What follows belongs to an exercise in optimizing a design on an open flow for small area; a production flow would make more cautious choices.
In this exercise RTL edits were held to simulation tests only and were not proved equivalent to the original.
The flow treats the clock pin as an ideal source. Dropping or thinning the clock tree relies on that and would not hold on a real chip.
Power figures rest on the tool's default switching activity, not on a simulated workload.

==> run M <==
==> flow/design.v (excerpt) <==
module ddr_ctrl(
    input                       clk                     ,
    input                       rst                     ,
    input                       init_calib_complete     ,
    input       [63:0]          app_rd_data             ,
    input                       app_rd_data_end         ,
    input                       app_rd_data_valid       ,
    input                       app_rdy                 ,
    input                       app_wdf_rdy             ,
    output  wire[31:0]          app_addr                ,
    output  wire[2:0]           app_cmd                 ,
    output  reg                 app_en                  ,
    output  wire[63:0]          app_wdf_data            ,
    output  wire[31:0]          app_wdf_mask            ,
    output  wire                app_wdf_end             ,
    output  wire                app_wdf_wren            ,
    output  reg                 ddrdata_test_err
  );
==> module ddr_ctrl, before the edit <==
module ddr_ctrl(
    input                       clk                     ,
    input                       rst                     ,
    input                       init_calib_complete     ,
    input       [63:0]          app_rd_data             ,
    input                       app_rd_data_end         ,
    input                       app_rd_data_valid       ,
    input                       app_rdy                 ,
    input                       app_wdf_rdy             ,
    output  wire[31:0]          app_addr                ,
    output  wire[2:0]           app_cmd                 ,
    output  reg                 app_en                  ,
    output  wire[63:0]          app_wdf_data            ,
    output  wire[31:0]          app_wdf_mask            ,
    output  wire                app_wdf_end             ,
    output  wire                app_wdf_wren            ,
    output  reg                 ddrdata_test_err
  );
    reg                         rd                      ;
    reg                         px                      ;
    reg         [7:0]           cnt                     ;
    reg         [7:0]           bcnt                    ;
    wire        go      = app_rdy & app_wdf_rdy;
    wire        last    = cnt[7] & cnt[6] & cnt[2] & cnt[1];
    wire        pend    = cnt[7] & cnt[6] & cnt[3];
    assign  app_wdf_wren        =   app_en & ~rd & go;
    assign  app_wdf_end         =   app_wdf_wren;
    assign  app_cmd             =   {2'b00, rd};
    assign  app_addr            =   rd ? {19'd0, cnt, 5'd0} : {21'd0, cnt, 3'd0};
    assign  app_wdf_data        =   {56'd0, cnt};
    assign  app_wdf_mask        =   32'd0;
    always @(posedge clk or posedge rst)
    begin
        if (rst)
        begin
            app_en  <= 1'b0;
            rd      <= 1'b0;
            px      <= 1'b1;
            cnt     <= 8'd0;
        end
        else if (app_en)
        begin
            if (go)
            begin
                if (last)
                begin
                    app_en  <= 1'b0;
                    rd      <= 1'b1;
                    px      <= rd;
                    cnt     <= 8'd0;
                end
                else
                    cnt     <= cnt + 8'd1;
            end
        end
        else if (px)
        begin
            if (rd)
            begin
                if (pend)
                begin
                    rd      <= 1'b0;
                    px      <= 1'b0;
                    cnt     <= 8'd0;
                end
                else
                    cnt     <= cnt + 8'd1;
            end
            else if (init_calib_complete)
                px      <= 1'b0;
        end
        else if (go)
            app_en  <= 1'b1;
    end
    always @(posedge clk)
    begin
        if (app_en & ~rd)
            bcnt    <= 8'd0;
        else if (app_rd_data_valid)
            bcnt    <= bcnt + 8'd1;
    end
    always @(posedge clk or posedge rst)
    begin
        if (rst)
            ddrdata_test_err    <= 1'b0;
        else if (app_rd_data_valid && app_rd_data != {56'd0, bcnt})
            ddrdata_test_err    <= 1'b1;
    end
endmodule
==> flow/config.mk <==
export PLATFORM = sky130hd
export DESIGN_NAME = ddr_ctrl
export DESIGN_NICKNAME = ddr_ctrl
export VERILOG_FILES = /design/flow/design.v
export SDC_FILE = /design/flow/constraint.sdc
export NUM_CORES = 4
export LEC_CHECK = 0
export CAP_MARGIN = 20
export CORE_MARGIN = 2
export CORE_UTILIZATION = 40
export SLEW_MARGIN = 20
==> flow/constraint.sdc <==
create_clock -name core_clock -period 5.0 [get_ports {clk}]
set_input_delay 1.0000 -clock core_clock [delete_from_list [all_inputs] [get_ports {clk}]]
set_output_delay 1.0000 -clock core_clock [all_outputs]
set_load 0.01 [all_outputs]
standard.sh (not shown) runs the stock make flow with config.mk's settings and CLKGATE_MAP_FILE= SYNTH_SCRIPT=/design/flow/synth_recipe.tcl, a recipe that flattens the netlist after the stock synthesis.
==> flow/flow/run.sh <==
#!/bin/bash
# Standard ORFS layout with two changes:
#  - port buffers are the smallest buffer (buf_1) instead of the default choice;
#  - the constant outputs share one tie cell instead of one tie cell per output.
set -euo pipefail
export BUFFER_PORTS_ARGS="-buffer_cell sky130_fd_sc_hd__buf_1"
export SKIP_REPAIR_TIE_FANOUT=1
bash standard.sh > standard.log 2>&1
==> inputs of run H, as changes to run M <==
--- a/flow/design.v
+++ b/flow/design.v
@@ -19,5 +19,5 @@
   );
     reg                         rd                      ;
-    reg                         px                      ;
+    reg                         pn                      ;
     reg         [7:0]           cnt                     ;
     reg         [7:0]           bcnt                    ;
@@ -28,5 +28,5 @@
     assign  app_wdf_end         =   app_wdf_wren;
     assign  app_cmd             =   {2'b00, rd};
-    assign  app_addr            =   rd ? {19'd0, cnt, 5'd0} : {21'd0, cnt, 3'd0};
+    assign  app_addr            =   {19'd0, rd ? {cnt, 2'd0} : {2'd0, cnt}, 3'd0};
     assign  app_wdf_data        =   {56'd0, cnt};
     assign  app_wdf_mask        =   32'd0;
@@ -37,23 +37,16 @@
             app_en  <= 1'b0;
             rd      <= 1'b0;
-            px      <= 1'b1;
-            cnt     <= 8'd0;
+            pn      <= 1'b0;
         end
         else if (app_en)
         begin
-            if (go)
+            if (go & last)
             begin
-                if (last)
-                begin
-                    app_en  <= 1'b0;
-                    rd      <= 1'b1;
-                    px      <= rd;
-                    cnt     <= 8'd0;
-                end
-                else
-                    cnt     <= cnt + 8'd1;
+                app_en  <= 1'b0;
+                rd      <= 1'b1;
+                pn      <= ~rd;
             end
         end
-        else if (px)
+        else if (!pn)
         begin
             if (rd)
@@ -62,19 +55,20 @@
                 begin
                     rd      <= 1'b0;
-                    px      <= 1'b0;
-                    cnt     <= 8'd0;
+                    pn      <= 1'b1;
                 end
-                else
-                    cnt     <= cnt + 8'd1;
             end
             else if (init_calib_complete)
-                px      <= 1'b0;
+                pn      <= 1'b1;
         end
         else if (go)
             app_en  <= 1'b1;
     end
+    wire        cinc    = app_en ? go : (~pn & rd);
+    wire        cclr    = app_en ? (go & last) : (~pn & (~rd | pend));
+    always @(posedge clk)
+        cnt     <= cclr ? 8'd0 : cnt + {7'd0, cinc};
     always @(posedge clk)
     begin
-        if (app_en & ~rd)
+        if (!rd)
             bcnt    <= 8'd0;
         else if (app_rd_data_valid)
==> flow/flow/run.sh (replaced) <==
#!/bin/bash
# The standard ORFS layout (standard.sh's make command) with these changes:
#  - synthesis maps logic with an area-oriented abc script (flow/synth.tcl),
#    and leaves adders to abc instead of mapping them to half-adder cells first;
#  - port buffers are the smallest buffer, buf_1;
#  - the constant outputs share one tie cell instead of one tie cell each;
#  - clock tree synthesis uses clkbuf_2/clkbuf_4 and adds no dummy loads, and its
#    tree is then rebuilt as 2 equal clkbuf_4 leaf buffers that the clock port
#    drives directly, each driving an equal share of the registers (flow/post_cts.tcl).
# ORFS writes each step's full log under orfs/logs; make's output goes to standard.log.
set -euo pipefail
here=$(pwd)
export MY_ABC_SCRIPT="$here/flow/abc_area.script"
export ADDER_MAP_FILE=
export BUFFER_PORTS_ARGS="-buffer_cell sky130_fd_sc_hd__buf_1"
export SKIP_REPAIR_TIE_FANOUT=1
export POST_CTS_TCL="$here/flow/post_cts.tcl"
export CTS_ARGS="-sink_clustering_enable -repair_clock_nets -dont_use_dummy_load -buf_list {sky130_fd_sc_hd__clkbuf_2 sky130_fd_sc_hd__clkbuf_4}"
sed "s#SYNTH_SCRIPT=[^ ]*#SYNTH_SCRIPT=$here/flow/synth.tcl#" standard.sh > my_standard.sh
grep -q "SYNTH_SCRIPT=$here/flow/synth.tcl" my_standard.sh
bash my_standard.sh > standard.log 2>&1
==> flow/flow/abc_area.script (new file) <==
strash
fraig
dch
amap -m
==> flow/flow/clock_tree.tcl (new file) <==
# Replace the clock tree that CTS built with a one-level tree of equal leaf
# buffers: the registers are split into nleaf groups of equal size by position,
# each group's clock pins are driven by one leaf buffer placed at the group's
# centre, and the clock port drives the leaf buffers directly. Every register
# gets its clock through exactly one buffer of the same type.
proc my_clock_tree { nleaf cell } {
  set block [ord::get_db_block]
  set clknet [$block findNet clk]
  set master [[ord::get_db] findMaster $cell]
  set sinks {}
  set old {}
  foreach inst [$block getInsts] {
    set m [[$inst getMaster] getName]
    if { [string match sky130_fd_sc_hd__df* $m] } {
      set it [$inst findITerm CLK]
      set bb [$inst getBBox]
      lappend sinks [list $it [expr {([$bb xMin] + [$bb xMax]) / 2}] [expr {([$bb yMin] + [$bb yMax]) / 2}]]
    } elseif { [string match sky130_fd_sc_hd__clkbuf* $m] && [[[$inst findITerm A] getNet] getSigType] == "CLOCK" } {
      lappend old $inst
    }
  }
  set oldnets {}
  foreach inst $old {
    set n [[$inst findITerm X] getNet]
    if { $n != "NULL" && [$n getName] != "clk" } { lappend oldnets $n }
    odb::dbInst_destroy $inst
  }
  foreach t $sinks { [lindex $t 0] disconnect }
  foreach n $oldnets { odb::dbNet_destroy $n }
  set xs [lmap t $sinks {lindex $t 1}]
  set ys [lmap t $sinks {lindex $t 2}]
  set dx [expr {[tcl::mathfunc::max {*}$xs] - [tcl::mathfunc::min {*}$xs]}]
  set dy [expr {[tcl::mathfunc::max {*}$ys] - [tcl::mathfunc::min {*}$ys]}]
  set k [expr {$dx >= $dy ? 1 : 2}]
  set sinks [lsort -integer -index $k $sinks]
  set n [llength $sinks]
  for {set g 0} {$g < $nleaf} {incr g} {
    set grp [lrange $sinks [expr {$g * $n / $nleaf}] [expr {($g + 1) * $n / $nleaf - 1}]]
    set cx 0
    set cy 0
    foreach t $grp { incr cx [lindex $t 1]; incr cy [lindex $t 2] }
    set cx [expr {$cx / [llength $grp]}]
    set cy [expr {$cy / [llength $grp]}]
    set inst [odb::dbInst_create $block $master "clkbuf_leaf_$g"]
    set net [odb::dbNet_create $block "clknet_leaf_$g"]
    $net setSigType CLOCK
    [$inst findITerm A] connect $clknet
    [$inst findITerm X] connect $net
    foreach t $grp { [lindex $t 0] connect $net }
    $inst setLocation [expr {$cx - [$master getWidth] / 2}] [expr {$cy - [$master getHeight] / 2}]
    $inst setPlacementStatus PLACED
  }
  puts "my_clock_tree: $n registers on $nleaf leaf buffers ($cell)"
}
==> flow/flow/post_cts.tcl (new file) <==
# Run by ORFS's CTS step after its own clock tree synthesis (POST_CTS_TCL):
# rebuild the clock tree as 2 equal leaf buffers driven by the clock port.
source [file join [file dirname [info script]] clock_tree.tcl]
my_clock_tree 2 sky130_fd_sc_hd__clkbuf_4
detailed_placement
check_placement -verbose
estimate_parasitics -placement
==> flow/flow/synth.tcl (new file) <==
# synth_recipe.tcl (the standard synthesis) with one change: abc maps the logic with
# an area-oriented script (abc_area.script beside this file) instead of ORFS's speed
# script. Registers, the fsm/share passes, flattening and renaming are unchanged.
proc synth {args} { yosys synth -nofsm -noshare {*}$args }
proc abc {args} {
  set i [lsearch -exact $args -script]
  if {$i >= 0} { lset args [expr {$i + 1}] $::env(MY_ABC_SCRIPT) }
  yosys abc {*}$args
}
source $::env(SCRIPTS_DIR)/synth.tcl
# left out here: clear keep_hierarchy, flatten, clean up, hide names made inside functions, write 1_2_yosys.v
==> inputs of run F, as changes to run M <==
--- a/flow/design.v
+++ b/flow/design.v
@@ -19,5 +19,5 @@
   );
     reg                         rd                      ;
-    reg                         px                      ;
+    reg                         pn                      ;
     reg         [7:0]           cnt                     ;
     reg         [7:0]           bcnt                    ;
@@ -28,5 +28,5 @@
     assign  app_wdf_end         =   app_wdf_wren;
     assign  app_cmd             =   {2'b00, rd};
-    assign  app_addr            =   rd ? {19'd0, cnt, 5'd0} : {21'd0, cnt, 3'd0};
+    assign  app_addr            =   {19'd0, rd ? {cnt, 2'd0} : {2'd0, cnt}, 3'd0};
     assign  app_wdf_data        =   {56'd0, cnt};
     assign  app_wdf_mask        =   32'd0;
@@ -37,23 +37,16 @@
             app_en  <= 1'b0;
             rd      <= 1'b0;
-            px      <= 1'b1;
-            cnt     <= 8'd0;
+            pn      <= 1'b0;
         end
         else if (app_en)
         begin
-            if (go)
+            if (go & last)
             begin
-                if (last)
-                begin
-                    app_en  <= 1'b0;
-                    rd      <= 1'b1;
-                    px      <= rd;
-                    cnt     <= 8'd0;
-                end
-                else
-                    cnt     <= cnt + 8'd1;
+                app_en  <= 1'b0;
+                rd      <= 1'b1;
+                pn      <= ~rd;
             end
         end
-        else if (px)
+        else if (!pn)
         begin
             if (rd)
@@ -62,19 +55,20 @@
                 begin
                     rd      <= 1'b0;
-                    px      <= 1'b0;
-                    cnt     <= 8'd0;
+                    pn      <= 1'b1;
                 end
-                else
-                    cnt     <= cnt + 8'd1;
             end
             else if (init_calib_complete)
-                px      <= 1'b0;
+                pn      <= 1'b1;
         end
         else if (go)
             app_en  <= 1'b1;
     end
+    wire        cinc    = app_en ? go : (~pn & rd);
+    wire        cclr    = app_en ? (go & last) : (~pn & (~rd | pend));
+    always @(posedge clk)
+        cnt     <= cclr ? 8'd0 : cnt + {7'd0, cinc};
     always @(posedge clk)
     begin
-        if (app_en & ~rd)
+        if (!rd)
             bcnt    <= 8'd0;
         else if (app_rd_data_valid)
==> flow/flow/run.sh (replaced) <==
#!/bin/bash
# The standard ORFS layout (standard.sh's make command) with these changes:
#  - synthesis maps logic with an area-oriented abc script (flow/synth.tcl);
#  - port buffers are the smallest buffer, buf_1;
#  - the constant outputs share one tie cell instead of one tie cell each;
#  - clock tree synthesis uses clkbuf_2/clkbuf_4 and adds no dummy loads.
# ORFS writes each step's full log under orfs/logs; make's output goes to standard.log.
set -euo pipefail
here=$(pwd)
export MY_ABC_SCRIPT="$here/flow/abc_area.script"
export BUFFER_PORTS_ARGS="-buffer_cell sky130_fd_sc_hd__buf_1"
export SKIP_REPAIR_TIE_FANOUT=1
export CTS_ARGS="-sink_clustering_enable -repair_clock_nets -dont_use_dummy_load -buf_list {sky130_fd_sc_hd__clkbuf_2 sky130_fd_sc_hd__clkbuf_4}"
sed "s#SYNTH_SCRIPT=[^ ]*#SYNTH_SCRIPT=$here/flow/synth.tcl#" standard.sh > my_standard.sh
grep -q "SYNTH_SCRIPT=$here/flow/synth.tcl" my_standard.sh
bash my_standard.sh > standard.log 2>&1
==> flow/flow/abc_area.script (new file) <==
&get -n
&st
&dch -f
&nf -a -R 1000
&put
==> flow/flow/synth.tcl (new file) <==
# synth_recipe.tcl (the standard synthesis) with one change: abc maps the logic with
# an area-oriented script (abc_area.script beside this file) instead of ORFS's speed
# script. Registers, the fsm/share passes, flattening and renaming are unchanged.
proc synth {args} { yosys synth -nofsm -noshare {*}$args }
proc abc {args} {
  set i [lsearch -exact $args -script]
  if {$i >= 0} { lset args [expr {$i + 1}] $::env(MY_ABC_SCRIPT) }
  yosys abc {*}$args
}
source $::env(SCRIPTS_DIR)/synth.tcl
# left out here: clear keep_hierarchy, flatten, clean up, hide names made inside functions, write 1_2_yosys.v
==> comparison table <==
quantity                                                                     run M                     run F                     run H
Outcome                                                             finished clean            finished clean            finished clean
Seq group                                                                   296 µW                    284 µW                    208 µW
Insertion delay to the later sink of the worst-skew pair                   0.25 ns                   0.30 ns                   0.17 ns
Met3 routing resource usage after global routing                            2.791%                    1.897%                    2.072%
Comb group                                                                  283 µW                    237 µW                    191 µW
Gate power share                                                             39.4%                     39.8%                     41.4%
Synth Area in XOR/XNOR                                                      5.233%                    6.199%                        0%
M1 WL                                                                      1911 µm                   1547 µm                   1322 µm
Via-per-instance ratio                                                       4.850                     4.507                     4.717
Via count of the first global-routing pass                                   1,398                     1,224                     1,130
Post-layout total power                                                   718.9 µW                  594.4 µW                  459.8 µW
Sequential share of power                                                    41.2%                     47.9%                     45.1%
Final layout net count                                                         310                       301                       311
Worst-path cell with the longest stage delay              sky130_fd_sc_hd__dfrtp_1  sky130_fd_sc_hd__nor3b_1  sky130_fd_sc_hd__dfrtp_1
Worst hold slack after final layout                                      0.5136 ns                 0.4722 ns                 0.4677 ns
Highest Clock Rate                                                       347.0 MHz                 376.7 MHz                 355.9 MHz
Iteration-0 DRC Markers                                                         46                        13                        28
Worst-Margin Slew                                                        0.6013 ns                 0.5811 ns                 0.8686 ns
Area of all sequential standard cells                                    461.7 µm²                 420.4 µm²                 420.4 µm²
The clock cells of run H come from the design's own scripts or RTL, not from TritonCTS.

==> static timing again, ports no longer ideal <==
The results above use ideal ports. As a check the final layouts listed here were re-extracted and re-timed, cells and wires unchanged.
Step 1 assumes that a clkbuf_16 drives the clock port and a buf_2 every other input.
Step 2 times the ports against the registers' clock, not the clock port: input delays grow and output delays shrink by t, the midpoint of the rising clock arrivals with the driver on.
Slacks: no drivers / after step 1 / after step 2; pairs: no drivers / after step 1.
| run | t (ns) | slack for setup (ns) | worst hold slack (ns) |
|---|---|---|---|
| run M | 0.277 | 2.118 / 2.094 / 2.350 | 0.514 / 0.514 / 0.514 |
| run H | 0.194 | 2.191 / 2.163 / 2.357 | 0.468 / 0.468 / 0.468 |
| run F | 0.310 | 2.346 / 2.323 / 2.323 | 0.472 / 0.472 / 0.472 |
After both steps every run listed still meets setup and hold. The setup slack of run F, which loses most, moves by -0.023 ns with the drivers and by -0.023 ns with both steps.
